Context: an optimization exercise on an open-source flow, tuned for small area. The choices shown serve that exercise and are no tape-out recipe.
Only simulation tests tie the RTL to the original design; equivalence was not proved.
No driver is modelled on the clock port, so clock power and skew are understated where the tree is cut down; a real chip needs a root buffer or a tree.
No activity file was given, so power comes from the tool's default toggle rates.

==> v22 <==
// a_buf
module a_buf(
	input  							clk,
	input  							rst_n,
	input  [0:0] 					wr_a_buf_valid_i,
	input  [0:0] 					wr_a_buf_id_i,
	input  [3-1:0] wr_a_buf_data_width_i,
	input  [128-1:0] wr_a_buf_data_i,
	input  [0:0] 					rd_a_buf_valid_i,
	input  [0:0] 					rd_a_buf_id_i,
	output [0:0] 					rd_a_buf_ret_valid_o,
	output [128-1:0] rd_a_buf_ret_data_o
);
Settings: LEC_CHECK=0, CAP_MARGIN=0, CORE_MARGIN=2, CORE_UTILIZATION=60, PLACE_DENSITY=0.7, SLEW_MARGIN=0, SYNTH_HIERARCHICAL=1, SYNTH_MINIMUM_KEEP_SIZE=0; clock period 7.0 ns.
standard.sh (not shown) runs the stock make flow with config.mk's settings and CLKGATE_MAP_FILE= SYNTH_SCRIPT=/design/flow/synth_recipe.tcl, a recipe that flattens the netlist after the stock synthesis.
==> flow/flow/run.sh <==
#!/bin/bash
# Layout flow: the standard ORFS flow (standard.sh) run on a private copy
# of the ORFS scripts that differs in three places:
#  - abc_area.script: ABC maps for area only (strash; dc2; dch; amap),
#  - synth.tcl: module a_buf_pos4 is mapped by ABC with flow/abc_pos.script,
#  - cts.tcl: the clock tree is built by flow/clock_tree.tcl (small inverters
#    over compact groups of flip-flops) instead of TritonCTS.
# Ports get the smallest buffer. Each tool's output goes to the logs in orfs/logs;
# the make output of each part goes to synth.log and layout.log here.
set -euo pipefail
W=$(pwd)
rm -rf "$W/scripts"
cp -r "$FLOW_HOME/scripts" "$W/scripts"
cp "$W/flow/abc_area.script" "$W/scripts/abc_area.script"
grep -q '  log_cmd abc {\*}$abc_args' "$W/scripts/synth.tcl"
sed -i 's#^  log_cmd abc {\*}$abc_args#  log_cmd abc -script $::env(POS_ABC_SCRIPT) {*}[lrange $abc_args 2 end] a_buf_pos4\n&#' "$W/scripts/synth.tcl"
export POS_ABC_SCRIPT="$W/flow/abc_pos.script"
grep -q 'log_cmd clock_tree_synthesis {\*}$cts_args' "$W/scripts/cts.tcl"
sed -i 's#log_cmd clock_tree_synthesis {\*}$cts_args#source $::env(MYCTS_TCL)#' "$W/scripts/cts.tcl"

export MYCTS_TCL="$W/flow/clock_tree.tcl"
export MYCTS_LEVELS="inv_8:20 inv_16:13"
export BUFFER_PORTS_ARGS="-buffer_cell sky130_fd_sc_hd__buf_1"

bash standard.sh SCRIPTS_DIR="$W/scripts" ABC_AREA=1 synth > "$W/synth.log" 2>&1
bash standard.sh SCRIPTS_DIR="$W/scripts" BUFFER_PORTS_ARGS="$BUFFER_PORTS_ARGS" finish > "$W/layout.log" 2>&1
==> flow/flow/clock_tree.tcl <==
# Clock tree built by recursive bisection of the sinks: each level groups the
# pins below it into compact groups of at most n, each driven by one cell at
# the group centroid; the clock port drives the top level.
set block [ord::get_db_block]
set db [ord::get_db]
set clk_port_net [$block findNet [expr {[info exists ::env(MYCTS_CLK)] ? $::env(MYCTS_CLK) : "clk"}]]
# MYCTS_LEVELS: from the flip-flops up, "cell:group_size ..."; the port drives the last level
set levels $::env(MYCTS_LEVELS)

# sinks: every instance pin on the clock net except the port
set sinks {}
foreach it [$clk_port_net getITerms] {
  set inst [$it getInst]
  set bb [$inst getBBox]
  set x [expr {([$bb xMin] + [$bb xMax]) / 2}]
  set y [expr {([$bb yMin] + [$bb yMax]) / 2}]
  lappend sinks [list $x $y $it]
}
puts "MYCTS sinks [llength $sinks]"

# split points into groups of at most n by recursive bisection along the wider side
proc bisect {pts n} {
  set cnt [llength $pts]
  set g [expr {($cnt + $n - 1) / $n}]
  set xs [lsort -integer [lmap p $pts {lindex $p 0}]]
  set ys [lsort -integer [lmap p $pts {lindex $p 1}]]
  set w [expr {[lindex $xs end] - [lindex $xs 0]}]
  set h [expr {[lindex $ys end] - [lindex $ys 0]}]
  # a group wider or taller than maxspan (dbu) is split even when small enough
  if {$g <= 1 && ($cnt <= 1 || max($w, $h) <= $::maxspan)} { return [list $pts] }
  if {$g <= 1} { set g 2 }
  set idx [expr {$w >= $h ? 0 : 1}]
  set sorted [lsort -integer -index $idx $pts]
  set g1 [expr {$g / 2}]
  set c1 [expr {($cnt * $g1 + $g / 2) / $g}]
  set a [lrange $sorted 0 [expr {$c1 - 1}]]
  set b [lrange $sorted $c1 end]
  return [concat [bisect $a $n] [bisect $b $n]]
}

proc centroid {pts} {
  set sx 0; set sy 0
  foreach p $pts { incr sx [lindex $p 0]; incr sy [lindex $p 1] }
  set c [llength $pts]
  return [list [expr {$sx / $c}] [expr {$sy / $c}]]
}

set core [$block getCoreArea]
proc place_at {inst xy} {
  global core
  set m [$inst getMaster]
  set x [expr {[lindex $xy 0] - [$m getWidth] / 2}]
  set y [expr {[lindex $xy 1] - [$m getHeight] / 2}]
  set x [expr {max([$core xMin], min($x, [$core xMax] - [$m getWidth]))}]
  set y [expr {max([$core yMin], min($y, [$core yMax] - [$m getHeight]))}]
  $inst setLocation $x $y
  $inst setPlacementStatus PLACED
}

set nb 0
proc new_buf {master name xy} {
  global block
  set inst [odb::dbInst_create $block $master $name]
  place_at $inst $xy
  set out [odb::dbNet_create $block "${name}_o"]
  $out setSigType CLOCK
  set o [$inst findITerm X]
  if {$o eq "NULL"} { set o [$inst findITerm Y] }
  $o connect $out
  return [list $inst $out]
}

set pins $sinks
set lv 0
foreach spec $levels {
  lassign [split $spec :] cell n span
  set ::maxspan [expr {$span eq "" ? 1e12 : int($span * 1000)}]
  set m [$db findMaster sky130_fd_sc_hd__$cell]
  set next {}
  set gi 0
  foreach grp [bisect $pins $n] {
    set xy [centroid $grp]
    lassign [new_buf $m "clktree_${lv}_$gi" $xy] inst out
    foreach p $grp {
      set it [lindex $p 2]
      if {[$it getNet] ne "NULL"} { $it disconnect }
      $it connect $out
    }
    lappend next [list {*}$xy [$inst findITerm A]]
    incr gi
  }
  puts "MYCTS level $lv $cell groups $gi"
  set pins $next
  incr lv
}
foreach p $pins { [lindex $p 2] connect $clk_port_net }
$clk_port_net setSigType CLOCK
set_propagated_clock [all_clocks]
Other scripts of this flow, unchanged in this note and not shown: flow/flow/abc_area.script, flow/flow/abc_pos.script
==> inputs of v36, as changes to v22 <==
--- a/flow/flow/run.sh
+++ b/flow/flow/run.sh
@@ -21,3 +21,3 @@
 export MYCTS_TCL="$W/flow/clock_tree.tcl"
-export MYCTS_LEVELS="inv_8:20 inv_16:13"
+export MYCTS_LEVELS="inv_8:22 inv_16:12"
 export BUFFER_PORTS_ARGS="-buffer_cell sky130_fd_sc_hd__buf_1"
==> inputs of v10, as changes to v22 <==
--- a/flow/flow/run.sh
+++ b/flow/flow/run.sh
@@ -21,3 +21,3 @@
 export MYCTS_TCL="$W/flow/clock_tree.tcl"
-export MYCTS_LEVELS="inv_8:20 inv_16:13"
+export MYCTS_LEVELS="inv_4:10 inv_16:26"
 export BUFFER_PORTS_ARGS="-buffer_cell sky130_fd_sc_hd__buf_1"
- CAP_MARGIN: 0 -> 2
- SLEW_MARGIN: 0 -> 2
==> notes <==
v22 completed without violations. v36 produced a clean layout. v10 passed the timing, DRC and antenna checks. Clock skew: v22 > v36 > v10. Against v10, the via count of v22 is smaller by about 0.6%. Area after synthesis is the same in v22 and v10. Between v10 and v36, the lower maximum frequency is in v36 (gap 1.3%, measured against v36).
==> figures <==
|  | v36 | v22 | v10 |
|---|---|---|---|
| Status | complete, no violations | complete, no violations | complete, no violations |
| Net switching fraction of the power | 38.5% | 38.6% | 39.0% |
| Final instance area | 46400 sq um | 46400 sq um | 46500 sq um |
| Hold Path Origin | c[410] | c[925] | c[410] |
| Worst Tran Pin Value | 1.28 ns | 1.31 ns | 1.32 ns |
| Max FO, Critical Path | 232 | 195 | 195 |
| Achievable frequency | 201 MHz | 203 MHz | 204 MHz |
| Sum of routed wire segments on met1 | 64.0 mm | 64.3 mm | 63.6 mm |
| IR Drop Worst-Case VDD | 0.000266 V | 0.000273 V | 0.000312 V |
| Switching pwr | 4.87 mW | 4.90 mW | 4.99 mW |
No run of this note takes its clock network from TritonCTS; it comes from the design's own scripts or RTL.

==> trial 16 <==
==> flow/design.v <==
module a_buf_sop #(
	parameter N = 5
)(
	input  [N-1:0] s,
	input  [N-1:0] d,
	output         y
);
	assign y = |(s & d);
endmodule
module a_buf(
	input  							clk,
	input  							rst_n,
	input  [0:0] 					wr_a_buf_valid_i,
	input  [0:0] 					wr_a_buf_id_i,
	input  [3-1:0] wr_a_buf_data_width_i,
	input  [128-1:0] wr_a_buf_data_i,
	input  [0:0] 					rd_a_buf_valid_i,
	input  [0:0] 					rd_a_buf_id_i,
	output [0:0] 					rd_a_buf_ret_valid_o,
	output [128-1:0] rd_a_buf_ret_data_o
);
	localparam H  = 4;
	localparam NC = 2 * H * H;
	wire d_by = wr_a_buf_data_width_i[0];
	wire d_hf = wr_a_buf_data_width_i[1];
	wire d_wd = wr_a_buf_data_width_i[2];
	reg  [0:0]      rd_a_buf_id_r;
	reg  [32*NC-1:0] c;
	wire [31:0] din [0:H-1];
genvar b, i, j, k;
generate
for (i = 0; i < H; i = i + 1) begin : g_din
	assign din[i][7:0]   = d_by ? wr_a_buf_data_i[i*8+:8] :
	                       d_hf ? wr_a_buf_data_i[i*16+:8] : wr_a_buf_data_i[i*32+:8];
	assign din[i][15:8]  = d_hf ? wr_a_buf_data_i[i*16+8+:8] : wr_a_buf_data_i[i*32+8+:8];
	assign din[i][31:16] = wr_a_buf_data_i[i*32+16+:16];
end
for (b = 0; b < 2; b = b + 1) begin : g_b
	wire w      = wr_a_buf_valid_i & (wr_a_buf_id_i == b);
	wire by     = w & d_by;
	wire hf     = w & d_hf;
	wire wd     = w & d_wd;
	wire any    = by | hf | wd;
	wire rd     = rd_a_buf_valid_i & (rd_a_buf_id_i == b) & ~any;
	wire hd     = ~any & ~rd;
	wire hf_nb  = hf & ~by;
	wire wd_nb  = wd & ~by;
	wire hw_nb  = (hf | wd) & ~by;
	wire wd_nbh = wd & ~by & ~hf;
	for (i = 0; i < H; i = i + 1) begin : g_i
	for (j = 0; j < H; j = j + 1) begin : g_j
		wire [31:0] cur = c[32*((b*H+i)*H+j)+:32];
		wire [31:0] dn;
		wire [31:0] n;
		wire [31:0] nxt;
		if (i == H-1) begin : g_dn0
			assign dn = 32'b0;
		end else begin : g_dn
			assign dn = c[32*((b*H+i+1)*H+j)+:32];
		end
		if (j == H-1) begin : g_n0
			assign n = din[i];
		end else begin : g_n
			assign n = c[32*((b*H+i)*H+j+1)+:32];
		end
		for (k = 0; k < 32; k = k + 1) begin : g_k
			wire [2:0] ws;
			wire [2:0] wv;
			if (j == H-1) begin : g_e
				if (k < 8) begin : g_lo
					assign ws = {any, 1'b0, 1'b0};
					assign wv = {n[k], 1'b0, 1'b0};
				end else if (k < 16) begin : g_mid
					assign ws = {by, hw_nb, 1'b0};
					assign wv = {cur[k-8], n[k], 1'b0};
				end else begin : g_hi
					assign ws = {by, hf_nb, wd_nbh};
					assign wv = {cur[k-8], cur[k-16], n[k]};
				end
			end else begin : g_m
				if (k < 8) begin : g_lo
					assign ws = {by, hf, wd};
					assign wv = {n[24+k], n[15+k], n[k]};
				end else if (k < 16) begin : g_mid
					assign ws = {by, hf_nb, wd_nb};
					assign wv = {cur[k-8], n[15+k], n[k]};
				end else begin : g_hi
					assign ws = {by, hf_nb, wd_nbh};
					assign wv = {cur[k-8], cur[k-16], n[k]};
				end
			end
			localparam NW = (j == H-1) ? ((k < 8) ? 1 : (k < 16) ? 2 : 3) : 3;
			localparam NR = (i == H-1) ? 0 : 1;
			wire [NW+NR:0] s;
			wire [NW+NR:0] v;
			if (NR == 1) begin : g_r
				assign s = {ws[2:3-NW], rd, hd};
				assign v = {wv[2:3-NW], dn[k], cur[k]};
			end else begin : g_nr
				assign s = {ws[2:3-NW], hd};
				assign v = {wv[2:3-NW], cur[k]};
			end
			a_buf_sop #(.N(NW+NR+1)) u_sop (.s(s), .d(v), .y(nxt[k]));
		end
		always @(posedge clk)
			c[32*((b*H+i)*H+j)+:32] <= nxt;
	end
	end
end
for (j = 0; j < H; j = j + 1) begin : g_out
	for (k = 0; k < 32; k = k + 1) begin : g_k
		a_buf_sop #(.N(2)) u_sop (
			.s({rd_a_buf_id_r, ~rd_a_buf_id_r}),
			.d({c[32*(H*H+j)+k], c[32*j+k]}),
			.y(rd_a_buf_ret_data_o[j*32+k])
		);
	end
end
endgenerate
always @(posedge clk or negedge rst_n) begin
	if (!rst_n)
		rd_a_buf_id_r <= 1'b0;
	else
		rd_a_buf_id_r <= rd_a_buf_id_i;
end
	assign rd_a_buf_ret_valid_o = rd_a_buf_valid_i & (rd_a_buf_id_i == rd_a_buf_id_r);
endmodule
==> flow/flow/run.sh <==
#!/bin/bash
# Layout flow: the standard ORFS flow (standard.sh) run on a private copy
# of the ORFS scripts that differs in two places:
#  - abc_area.script: ABC maps for area only (strash; dc2; dch; amap),
#  - cts.tcl: the clock tree is built by flow/clock_tree.tcl (small inverters
#    over compact groups of flip-flops) instead of TritonCTS.
# Ports get the smallest buffer. Each tool's output goes to the logs in orfs/logs;
# the make output of each part goes to synth.log and layout.log here.
set -euo pipefail
W=$(pwd)
rm -rf "$W/scripts"
cp -r "$FLOW_HOME/scripts" "$W/scripts"
cp "$W/flow/abc_area.script" "$W/scripts/abc_area.script"
grep -q 'log_cmd clock_tree_synthesis {\*}$cts_args' "$W/scripts/cts.tcl"
sed -i 's#log_cmd clock_tree_synthesis {\*}$cts_args#source $::env(MYCTS_TCL)#' "$W/scripts/cts.tcl"

export MYCTS_TCL="$W/flow/clock_tree.tcl"
export MYCTS_LEVELS="inv_4:10 inv_8:8 clkbuf_16:99"
export BUFFER_PORTS_ARGS="-buffer_cell sky130_fd_sc_hd__buf_1"

bash standard.sh SCRIPTS_DIR="$W/scripts" ABC_AREA=1 synth > "$W/synth.log" 2>&1
bash standard.sh SCRIPTS_DIR="$W/scripts" BUFFER_PORTS_ARGS="$BUFFER_PORTS_ARGS" finish > "$W/layout.log" 2>&1
==> flow/flow/abc_area.script <==
strash
dc2
dch
amap
==> flow/flow/clock_tree.tcl <==
# Clock tree built by recursive bisection of the sinks: each level groups the
# pins below it into compact groups of at most n, each driven by one cell at
# the group centroid; the clock port drives the top level.
set block [ord::get_db_block]
set db [ord::get_db]
set clk_port_net [$block findNet [expr {[info exists ::env(MYCTS_CLK)] ? $::env(MYCTS_CLK) : "clk"}]]
# MYCTS_LEVELS: from the flip-flops up, "cell:group_size ..."; the port drives the last level
set levels $::env(MYCTS_LEVELS)

# sinks: every instance pin on the clock net except the port
set sinks {}
foreach it [$clk_port_net getITerms] {
  set inst [$it getInst]
  set bb [$inst getBBox]
  set x [expr {([$bb xMin] + [$bb xMax]) / 2}]
  set y [expr {([$bb yMin] + [$bb yMax]) / 2}]
  lappend sinks [list $x $y $it]
}
puts "MYCTS sinks [llength $sinks]"

# split points into groups of at most n by recursive bisection along the wider side
proc bisect {pts n} {
  set cnt [llength $pts]
  set g [expr {($cnt + $n - 1) / $n}]
  set xs [lsort -integer [lmap p $pts {lindex $p 0}]]
  set ys [lsort -integer [lmap p $pts {lindex $p 1}]]
  set w [expr {[lindex $xs end] - [lindex $xs 0]}]
  set h [expr {[lindex $ys end] - [lindex $ys 0]}]
  # a group wider or taller than maxspan (dbu) is split even when small enough
  if {$g <= 1 && ($cnt <= 1 || max($w, $h) <= $::maxspan)} { return [list $pts] }
  if {$g <= 1} { set g 2 }
  set idx [expr {$w >= $h ? 0 : 1}]
  set sorted [lsort -integer -index $idx $pts]
  set g1 [expr {$g / 2}]
  set c1 [expr {($cnt * $g1 + $g / 2) / $g}]
  set a [lrange $sorted 0 [expr {$c1 - 1}]]
  set b [lrange $sorted $c1 end]
  return [concat [bisect $a $n] [bisect $b $n]]
}

proc centroid {pts} {
  set sx 0; set sy 0
  foreach p $pts { incr sx [lindex $p 0]; incr sy [lindex $p 1] }
  set c [llength $pts]
  return [list [expr {$sx / $c}] [expr {$sy / $c}]]
}

set core [$block getCoreArea]
proc place_at {inst xy} {
  global core
  set m [$inst getMaster]
  set x [expr {[lindex $xy 0] - [$m getWidth] / 2}]
  set y [expr {[lindex $xy 1] - [$m getHeight] / 2}]
  set x [expr {max([$core xMin], min($x, [$core xMax] - [$m getWidth]))}]
  set y [expr {max([$core yMin], min($y, [$core yMax] - [$m getHeight]))}]
  $inst setLocation $x $y
  $inst setPlacementStatus PLACED
}

set nb 0
proc new_buf {master name xy} {
  global block
  set inst [odb::dbInst_create $block $master $name]
  place_at $inst $xy
  set out [odb::dbNet_create $block "${name}_o"]
  $out setSigType CLOCK
  set o [$inst findITerm X]
  if {$o eq "NULL"} { set o [$inst findITerm Y] }
  $o connect $out
  return [list $inst $out]
}

set pins $sinks
set lv 0
foreach spec $levels {
  lassign [split $spec :] cell n span
  set ::maxspan [expr {$span eq "" ? 1e12 : int($span * 1000)}]
  set m [$db findMaster sky130_fd_sc_hd__$cell]
  set next {}
  set gi 0
  foreach grp [bisect $pins $n] {
    set xy [centroid $grp]
    lassign [new_buf $m "clktree_${lv}_$gi" $xy] inst out
    foreach p $grp {
      set it [lindex $p 2]
      if {[$it getNet] ne "NULL"} { $it disconnect }
      $it connect $out
    }
    lappend next [list {*}$xy [$inst findITerm A]]
    incr gi
  }
  puts "MYCTS level $lv $cell groups $gi"
  set pins $next
  incr lv
}
foreach p $pins { [lindex $p 2] connect $clk_port_net }
$clk_port_net setSigType CLOCK
set_propagated_clock [all_clocks]
==> flow/standard.sh <==
#!/bin/bash
# synth_recipe.tcl (not shown) runs the flow's synth.tcl, then flattens the netlist and writes it again
# the make line also repeats each setting of config.mk as NAME=value (left out here)
make -C /OpenROAD-flow-scripts/flow DESIGN_CONFIG=/design/flow/config.mk WORK_HOME=/design/flow/orfs CLKGATE_MAP_FILE= SYNTH_SCRIPT=/design/flow/synth_recipe.tcl "${@:-finish}"
==> flow/config.mk <==
export PLATFORM = sky130hd
export DESIGN_NAME = a_buf
export DESIGN_NICKNAME = a_buf
export VERILOG_FILES = /design/flow/design.v
export SDC_FILE = /design/flow/constraint.sdc
export NUM_CORES = 4
export LEC_CHECK = 0
export CAP_MARGIN = 20
export CORE_MARGIN = 2
export CORE_UTILIZATION = 50
export PLACE_DENSITY = 0.6
export SLEW_MARGIN = 20
export SYNTH_HIERARCHICAL = 1
export SYNTH_MINIMUM_KEEP_SIZE = 0
==> flow/constraint.sdc <==
create_clock -name core_clock -period 7.0 [get_ports {clk}]
set_input_delay 1.4000 -clock core_clock [delete_from_list [all_inputs] [get_ports {clk}]]
set_output_delay 1.4000 -clock core_clock [all_outputs]
set_load 0.01 [all_outputs]
==> trial 47 (differences from trial 16) <==
--- a/flow/design.v
+++ b/flow/design.v
@@ -8,2 +8,9 @@
 	assign y = |(s & d);
+endmodule
+module a_buf_pos4(
+	input  [3:0] sn,
+	input  [3:0] d,
+	output       y
+);
+	assign y = &(sn | d);
 endmodule
@@ -49,2 +56,3 @@
 	wire wd_nbh = wd & ~by & ~hf;
+	wire [3:0] sn_e = ~{by, hw_nb, rd, hd};
 	for (i = 0; i < H; i = i + 1) begin : g_i
@@ -102,3 +110,7 @@
 			end
-			a_buf_sop #(.N(NW+NR+1)) u_sop (.s(s), .d(v), .y(nxt[k]));
+			if (j == H-1 && k >= 8 && k < 16 && NR == 1) begin : g_pos
+				a_buf_pos4 u_pos (.sn(sn_e), .d(v), .y(nxt[k]));
+			end else begin : g_sop
+				a_buf_sop #(.N(NW+NR+1)) u_sop (.s(s), .d(v), .y(nxt[k]));
+			end
 		end
--- a/flow/flow/run.sh
+++ b/flow/flow/run.sh
@@ -2,4 +2,5 @@
 # Layout flow: the standard ORFS flow (standard.sh) run on a private copy
-# of the ORFS scripts that differs in two places:
+# of the ORFS scripts that differs in three places:
 #  - abc_area.script: ABC maps for area only (strash; dc2; dch; amap),
+#  - synth.tcl: module a_buf_pos4 is mapped by ABC with flow/abc_pos.script,
 #  - cts.tcl: the clock tree is built by flow/clock_tree.tcl (small inverters
@@ -13,2 +14,5 @@
 cp "$W/flow/abc_area.script" "$W/scripts/abc_area.script"
+grep -q '  log_cmd abc {\*}$abc_args' "$W/scripts/synth.tcl"
+sed -i 's#^  log_cmd abc {\*}$abc_args#  log_cmd abc -script $::env(POS_ABC_SCRIPT) {*}[lrange $abc_args 2 end] a_buf_pos4\n&#' "$W/scripts/synth.tcl"
+export POS_ABC_SCRIPT="$W/flow/abc_pos.script"
 grep -q 'log_cmd clock_tree_synthesis {\*}$cts_args' "$W/scripts/cts.tcl"
@@ -17,3 +21,3 @@
 export MYCTS_TCL="$W/flow/clock_tree.tcl"
-export MYCTS_LEVELS="inv_4:10 inv_8:8 clkbuf_16:99"
+export MYCTS_LEVELS="inv_8:22 inv_16:12"
 export BUFFER_PORTS_ARGS="-buffer_cell sky130_fd_sc_hd__buf_1"
==> flow/flow/abc_pos.script (new file) <==
strash
dch
map -a
Settings changed: CAP_MARGIN 20 to 2, CORE_UTILIZATION 50 to 60, PLACE_DENSITY 0.6 to 0.7, SLEW_MARGIN 20 to 2.
==> comparison <==
- Via count: trial 16 is lower than trial 47 (1.8%).
- Wire length: trial 47 is smaller than trial 16 (about 4%).
- Flip-flop and latch count is the same in trial 16 and trial 47.
- Trial 47 produced a clean layout. Trial 16 completed with no timing, DRC or antenna violations.
- Between trial 16 and trial 47, the lower clock skew is in trial 47 (gap 17 ps).
- Between trial 16 and trial 47, the lower first-iteration DRC count is in trial 16 (gap about 24%, measured against trial 47).
- Against trial 47, the core utilization of trial 16 is lower by 11 points.
==> figures <==
Vias: trial 16 45100; trial 47 45900
Placer Congestion: trial 16 0.890; trial 47 0.924
Total Die Area: trial 16 88000 µm²; trial 47 73300 µm²
Fraction of area in multi-input gates: trial 16 0.470; trial 47 0.476
Number of instances in the placed design: trial 16 5752; trial 47 5531
Wire length on met3: trial 16 22000 µm; trial 47 26100 µm
Period minus WS final: trial 16 4520 ps; trial 47 4980 ps
Data required time of the critical path: trial 16 5600 ps; trial 47 7190 ps
Cell Area, Placed: trial 16 46400 µm²; trial 47 45800 µm²
Path category of the worst min-delay check: trial 16 primary input to asynchronous set/reset pin; trial 47 flop to flop
Clock skew: trial 16 34.0 ps; trial 47 17.1 ps
Detailed router's first-iteration violation count: trial 16 9377; trial 47 12300
Run status: trial 16 no timing/DRC/antenna violations; trial 47 no timing/DRC/antenna violations
Sequential logic power: trial 16 0.00802 W; trial 47 0.00822 W
No run of this note takes its clock network from TritonCTS; it comes from the design's own scripts or RTL.

[static timing again, ports no longer ideal]
No port has a modelled driver above. Below, the same layouts with a new extraction and two added sets of constraints.
Step 1: set_driving_cell puts a clkbuf_16 on clk and a buf_2 on each other input, an assumption about the parent block.
Step 2 times the ports against the registers' clock, not the clock port: input delays grow and output delays shrink by t, the midpoint of the rising clock arrivals with the driver on.
a / b / c = ideal ports / drivers / drivers and shift; a / b = the first two.
| run | shift t [ns] | slack for setup (ns) | hold slack, ns | worst setup path after step 2 |
|---|---|---|---|---|
| v22 | 0.502 | 2.078 / 2.292 / 1.816 | 0.481 / 0.482 / 0.482 | input to register |
| v36 | 0.498 | 2.024 / 2.262 / 1.764 | 0.490 / 0.491 / 0.491 | input to register |
| v10 | 0.524 | 2.090 / 2.299 / 1.817 | 0.484 / 0.485 / 0.485 | input to register |
| trial 16 | 0.757 | 2.480 / 2.405 / 1.834 | 0.447 / 0.393 / 0.475 | input to register |
| trial 47 | 0.498 | 2.024 / 2.262 / 1.764 | 0.490 / 0.491 / 0.491 | input to register |
After both steps setup and hold are still met in every run listed. For trial 16, which loses most, drivers alone change the setup slack by -0.075 ns; drivers and shift together by -0.646 ns.
